This design comes from an exercise in tuning for small area on the open sky130 flow, not from production work.
At most, simulation tests tie the RTL to the original design; equivalence was not proved.
The clock input has no modelled driver; a real chip could not lean on it and would need a root buffer or a full tree.
Power figures rest on the tool's default switching activity, not on a simulated workload.

Setup of juniper:
==> flow/design.v (excerpt) <==
module Watch (CLK_IN, RST, N_F, S_HM, DISPLAY, DISPLAY_EN1, DISPLAY_EN2, DISPLAY_EN3, DISPLAY_EN4);
input 			CLK_IN;
input 			S_HM;
input 			N_F;
input 			RST;
output [6:0] 	DISPLAY;
output 		 	DISPLAY_EN1;
output 		 	DISPLAY_EN2;
output 		 	DISPLAY_EN3;
output 		 	DISPLAY_EN4;
wire tick_1hz, tick_fast, even, ref_tick;
wire [3:0] s0, m0, h0;
wire [2:0] s1, m1;
wire [1:0] h1;
Prescaler pr1 (.clk_in(CLK_IN), .rst(RST), .tick_1Hz(tick_1hz), .tick_c(tick_fast), .even(even));
Refresh rf1 (.CLK_IN(CLK_IN), .RST(RST), .even(even), .tick(ref_tick));
Timekeeper tk1 (.CLK_IN(CLK_IN), .RST(RST), .tick(N_F ? tick_1hz : tick_fast),
	.s0(s0), .s1(s1), .m0(m0), .m1(m1), .h0(h0), .h1(h1));
Mux_Display mx2 (.CLK_IN(CLK_IN), .RST(RST), .EN(ref_tick), .S_HM(S_HM),
	.s0(s0), .s1(s1), .m0(m0), .m1(m1), .h0(h0), .h1(h1),
	.DISPLAY(DISPLAY), .EN_1(DISPLAY_EN1), .EN_2(DISPLAY_EN2), .EN_3(DISPLAY_EN3), .EN_4(DISPLAY_EN4));
endmodule
Size: roughly 230 cells after synthesis, ~15 I/O pins, roughly 1900 um2 of cells after synthesis.
==> module Refresh, before the edit <==
module Refresh (CLK_IN, RST, even, tick);
input CLK_IN;
input RST;
input even;
output tick;
reg [7:0] q;
wire last = q[0] & ~q[1] & ~q[3] & q[6] & ~q[7];
wire load = ~RST | last;
always @(posedge CLK_IN)
	if (load) q <= 8'ha9;
	else q <= {~q[6:0], ~(q[4] ^ q[7])};
assign tick = last & even;
endmodule
==> module Timekeeper, before the edit <==
module Timekeeper (CLK_IN, RST, tick, s0, s1, m0, m1, h0, h1);
input CLK_IN;
input RST;
input tick;
output reg [3:0] s0, m0, h0;
output reg [2:0] s1, m1;
output reg [1:0] h1;
wire c1 = tick & s0[3] & s0[0];           
wire c2 = c1 & s1[2] & s1[0];             
wire c3 = c2 & m0[3] & m0[0];             
wire c4 = c3 & m1[2] & m1[0];             
wire mid = c4 & h1[1] & h0[1] & h0[0];    
wire c5 = c4 & h0[3] & h0[0];             
wire clr = ~RST | mid;
always @(posedge CLK_IN) begin
	if (~RST) begin
		s0 <= 0; s1 <= 0; m0 <= 0; m1 <= 0;
	end else begin
		if (tick) s0 <= c1 ? 4'd0 : s0 + 1'b1;
		if (c1) s1 <= c2 ? 3'd0 : s1 + 1'b1;
		if (c2) m0 <= c3 ? 4'd0 : m0 + 1'b1;
		if (c3) m1 <= c4 ? 3'd0 : m1 + 1'b1;
	end
end
always @(posedge CLK_IN) begin
	if (clr) begin
		h0 <= 0; h1 <= 0;
	end else begin
		if (c4) h0 <= c5 ? 4'd0 : h0 + 1'b1;
		if (c5) h1 <= h1 + 1'b1;
	end
end
endmodule
==> module Display, before the edit <==
module Display (dig, seg);
input [3:0] dig;
output [6:0] seg;
wire [3:0] d = dig;
assign seg[0] = (~d[3] & ~d[2] & ~d[1] & d[0]) | (d[2] & ~d[1] & ~d[0]);
assign seg[1] = (d[3] & d[2]) | (d[2] & ~d[1] & d[0]) | (d[2] & d[1] & ~d[0]);
assign seg[2] = (d[3] & d[2]) | (~d[2] & d[1] & ~d[0]);
assign seg[3] = (~d[3] & ~d[2] & ~d[1] & d[0]) | (d[2] & ~d[1] & ~d[0]) | (d[2] & d[1] & d[0]);
assign seg[4] = (d[2] & ~d[1]) | (d[0]);
assign seg[5] = (~d[3] & ~d[2] & d[0]) | (d[3] & d[2]) | (~d[2] & d[1]) | (d[1] & d[0]);
assign seg[6] = (~d[3] & ~d[2] & ~d[1]) | (d[3] & d[2]) | (d[2] & d[1] & d[0]);
endmodule
==> flow/config.mk <==
export PLATFORM = sky130hd
export DESIGN_NAME = Watch
export DESIGN_NICKNAME = Watch
export VERILOG_FILES = /design/flow/design.v
export SDC_FILE = /design/flow/constraint.sdc
export NUM_CORES = 4
export LEC_CHECK = 0
export ABC_AREA = 1
export CAP_MARGIN = 20
export CORE_MARGIN = 2
export CORE_UTILIZATION = 40
export GPL_TIMING_DRIVEN = 0
export PLACE_DENSITY = 0.6
export SLEW_MARGIN = 20
==> flow/constraint.sdc <==
create_clock -name core_clock -period 10.0 [get_ports {CLK_IN}]
set_input_delay 2.0000 -clock core_clock [delete_from_list [all_inputs] [get_ports {CLK_IN}]]
set_output_delay 2.0000 -clock core_clock [all_outputs]
set_load 0.01 [all_outputs]
standard.sh (not shown) runs the stock make flow with config.mk's settings and CLKGATE_MAP_FILE= SYNTH_SCRIPT=/design/flow/synth_recipe.tcl, a recipe that flattens the netlist after the stock synthesis.
==> flow/flow/run.sh <==
#!/bin/bash
# Own flow: the standard layout, with
#  - synthesis tried with each area-only ABC script in flow/abc_scripts.txt (one
#    script per line, commands separated by ';'), and no half/full-adder cells;
#    the script giving the smallest cell area is then used for the synthesis
#    the layout is made from,
#  - single-strength port buffers,
#  - the clock tree rebuilt after CTS as one level of leaf buffers driven by the
#    clock port (flow/reclk.tcl), falling back to CTS's tree without its root
#    buffer (flow/unroot.tcl).
set -euo pipefail
here=$(pwd)
res="$here/orfs/results/$FLOW_PLATFORM/Watch/base"
plat="$FLOW_HOME/platforms/$FLOW_PLATFORM"

# one copy of the ORFS scripts per ABC script, differing only in abc_area.script
i=0
while IFS= read -r scr; do
  [[ -z "$scr" ]] && continue
  i=$((i + 1))
  rm -rf "$here/scripts_$i" "$here/try_$i"
  cp -r "$FLOW_HOME/scripts" "$here/scripts_$i"
  echo "$scr" | tr ';' '\n' | sed 's/^ *//' > "$here/scripts_$i/abc_area.script"
  sed "s#WORK_HOME=$here/orfs #WORK_HOME=$here/try_$i #" standard.sh > "$here/try_$i.sh"
done < "$here/flow/abc_scripts.txt"
n=$i
for ((i = 1; i <= n; i++)); do
  bash "$here/try_$i.sh" SCRIPTS_DIR="$here/scripts_$i" ADDER_MAP_FILE= synth > "$here/synth_try_$i.log" 2>&1 &
  if (( i % NUM_CORES == 0 )); then wait; fi
done
wait
best=0; best_area=""
for ((i = 1; i <= n; i++)); do
  a=$(sed -n "s/.*Chip area for module '\\\\Watch': \([0-9.]*\).*/\1/p" \
      "$here/try_$i/reports/$FLOW_PLATFORM/Watch/base/synth_stat.txt" 2>/dev/null | head -1)
  echo "script $i: ${a:-failed}" >> "$here/synth_tries.log"
  [[ -z "$a" ]] && continue
  if [[ -z "$best_area" ]] || awk -v a="$a" -v b="$best_area" 'BEGIN { exit !(a < b) }'; then
    best=$i; best_area=$a
  fi
done
echo "best: script $best, area $best_area" >> "$here/synth_tries.log"
(( best > 0 ))
bash standard.sh SCRIPTS_DIR="$here/scripts_$best" ADDER_MAP_FILE= synth > "$here/synth.log" 2>&1
for ((i = 1; i <= n; i++)); do rm -rf "$here/try_$i"; done

knobs=(BUFFER_PORTS_ARGS="-buffer_cell sky130_fd_sc_hd__buf_1" CTS_ARGS="$(cat "$here/flow/cts_args")")
bash standard.sh "${knobs[@]}" cts > "$here/layout_to_cts.log" 2>&1
if LIB="$plat/lib/sky130_fd_sc_hd__tt_025C_1v80.lib" PLATFORM_DIR="$plat" \
   IN_DB="$res/4_cts.odb" IN_SDC="$res/4_cts.sdc" OUT_DB="$res/4_cts_new.odb" CLK_PORT=CLK_IN \
   LEAF_BUFS="sky130_fd_sc_hd__clkbuf_4 sky130_fd_sc_hd__clkbuf_8 sky130_fd_sc_hd__clkbuf_16" SLEW_LIMIT=0.120 \
   openroad -no_init -exit "$here/flow/reclk.tcl" > "$here/reclk.log" 2>&1; then
  mv "$res/4_cts_new.odb" "$res/4_cts.odb"
else
  IN_DB="$res/4_cts.odb" OUT_DB="$res/4_cts_new.odb" CLK_PORT=CLK_IN \
    openroad -no_init -exit "$here/flow/unroot.tcl" > "$here/unroot.log" 2>&1
  mv "$res/4_cts_new.odb" "$res/4_cts.odb"
fi
bash standard.sh "${knobs[@]}" > "$here/layout_from_cts.log" 2>&1
Other scripts of this flow, unchanged in this note and not shown: flow/flow/abc_scripts.txt, flow/flow/cts_args, flow/flow/reclk.tcl, flow/flow/unroot.tcl
Input changes introduced in pepper (baseline for comparison: juniper):
--- a/flow/design.v
+++ b/flow/design.v
@@ -21,16 +21,16 @@
 module Refresh (CLK_IN, RST, even, tick);
 input CLK_IN;
 input RST;
 input even;
 output tick;
-reg [7:0] q;
-wire last = q[0] & ~q[1] & ~q[3] & q[6] & ~q[7];
+reg [7:0] sr;
+wire last = sr[0] & sr[1] & sr[3] & sr[6] & sr[7];
 wire load = ~RST | last;
 always @(posedge CLK_IN)
-	if (load) q <= 8'ha9;
-	else q <= {~q[6:0], ~(q[4] ^ q[7])};
+	if (load) sr <= 8'h03;
+	else sr <= {sr[6:0], sr[4] ^ sr[7]};
 assign tick = last & even;
 endmodule
 module Mux_Display (CLK_IN, RST, EN, S_HM, s0, s1, m0, m1, h0, h1, DISPLAY, EN_1, EN_2, EN_3, EN_4);
 input CLK_IN;
 input RST;
@@ -83,39 +83,46 @@
 wire c4 = c3 & m1[2] & m1[0];             
 wire mid = c4 & h1[1] & h0[1] & h0[0];    
 wire c5 = c4 & h0[3] & h0[0];             
 wire clr = ~RST | mid;
 always @(posedge CLK_IN) begin
-	if (~RST) begin
-		s0 <= 0; s1 <= 0; m0 <= 0; m1 <= 0;
+	if (clr) begin
+		s0 <= 0; s1 <= 0; m0 <= 0; m1 <= 0; h0 <= 0; h1 <= 0;
 	end else begin
 		if (tick) s0 <= c1 ? 4'd0 : s0 + 1'b1;
 		if (c1) s1 <= c2 ? 3'd0 : s1 + 1'b1;
 		if (c2) m0 <= c3 ? 4'd0 : m0 + 1'b1;
 		if (c3) m1 <= c4 ? 3'd0 : m1 + 1'b1;
-	end
-end
-always @(posedge CLK_IN) begin
-	if (clr) begin
-		h0 <= 0; h1 <= 0;
-	end else begin
 		if (c4) h0 <= c5 ? 4'd0 : h0 + 1'b1;
 		if (c5) h1 <= h1 + 1'b1;
 	end
 end
 endmodule
 module Display (dig, seg);
 input [3:0] dig;
 output [6:0] seg;
-wire [3:0] d = dig;
-assign seg[0] = (~d[3] & ~d[2] & ~d[1] & d[0]) | (d[2] & ~d[1] & ~d[0]);
-assign seg[1] = (d[3] & d[2]) | (d[2] & ~d[1] & d[0]) | (d[2] & d[1] & ~d[0]);
-assign seg[2] = (d[3] & d[2]) | (~d[2] & d[1] & ~d[0]);
-assign seg[3] = (~d[3] & ~d[2] & ~d[1] & d[0]) | (d[2] & ~d[1] & ~d[0]) | (d[2] & d[1] & d[0]);
-assign seg[4] = (d[2] & ~d[1]) | (d[0]);
-assign seg[5] = (~d[3] & ~d[2] & d[0]) | (d[3] & d[2]) | (~d[2] & d[1]) | (d[1] & d[0]);
-assign seg[6] = (~d[3] & ~d[2] & ~d[1]) | (d[3] & d[2]) | (d[2] & d[1] & d[0]);
+reg [6:0] s;
+always @(*)
+	case (dig)
+		4'd0: s = 7'b1000000;
+		4'd1: s = 7'b1111001;
+		4'd2: s = 7'b0100100;
+		4'd3: s = 7'b0110000;
+		4'd4: s = 7'b0011001;
+		4'd5: s = 7'b0010010;
+		4'd6: s = 7'b0000010;
+		4'd7: s = 7'b1111000;
+		4'd8: s = 7'b0000000;
+		4'd9: s = 7'b0010000;
+		4'd10: s = 7'b1111110;
+		4'd11: s = 7'b1111110;
+		4'd12: s = 7'b1111111;
+		4'd13: s = 7'b1111110;
+		4'd14: s = 7'b1111111;
+		4'd15: s = 7'b1111110;
+	endcase
+assign seg = s;
 endmodule
 module Watch (CLK_IN, RST, N_F, S_HM, DISPLAY, DISPLAY_EN1, DISPLAY_EN2, DISPLAY_EN3, DISPLAY_EN4);
 input 			CLK_IN;
 input 			S_HM;
 input 			N_F;
==> run summary <==
- juniper finished every stage and its layout cleared the timing, DRC and antenna checks.
- The final layout from pepper, which completed every stage, passed the timing, DRC and antenna checks at the end of the flow.
- Cell count: pepper higher than juniper
- In pepper the post-placement cell count turned out 11 higher than in juniper.
- Internal power consumption across juniper and pepper: no real change.
- Side by side, wire length of the first global-routing pass turned out higher in pepper than in juniper.
- Looking at power density over cell area, pepper sits about 1.8% below juniper.
- Routed wire length of pepper is on par with juniper.
- Number of flip-flops and latches delta (juniper -> pepper): insignificant
- Combinational logic power sits higher in pepper than in juniper.
- In pepper, number of global-route vias before repair is higher than in juniper.
- Instance count on the critical path was lower in the run labelled juniper.
- pepper: largest net degree at the start of global routing is about 33% lower than what juniper reported.
- Changes observed in pepper relative to juniper: setup slack rose 35 ps, area used by multi-input combinational logic shows a reduction of 0.88%.
No functional check of the RTL was part of pepper. No run of this note takes its clock network from TritonCTS; it comes from the design's own scripts or RTL.

what the ideal ports hide:
How much do the figures lean on ideal ports? The routed layouts below were timed once more, with nothing changed but the port constraints.
Step 1: set_driving_cell puts a clkbuf_16 on CLK_IN and a buf_2 on each other input, an assumption about the parent block.
Step 2 adds t to the input delays and takes it off the output delays; t is the mean of the earliest and latest rising clock arrival at the registers after step 1. Input paths then give back, and output paths get back, about the clock's delay inside the block.
Three values: ideal ports, drivers, drivers and shift; two values: the first two.
| run | t, ns | setup WS [ns] | worst register clock-pin slew, ns | pins driven straight from the clock port |
|---|---|---|---|---|
| juniper | 0.197 | 5.194 / 5.216 / 5.019 | 0.10 / 0.10 | 3 |
| pepper | 0.198 | 5.228 / 5.254 / 5.057 | 0.10 / 0.10 | 3 |
After both steps setup and hold are still met in every run listed. The setup slack of juniper, which loses most, moves by +0.022 ns with the drivers and by -0.175 ns with both steps.
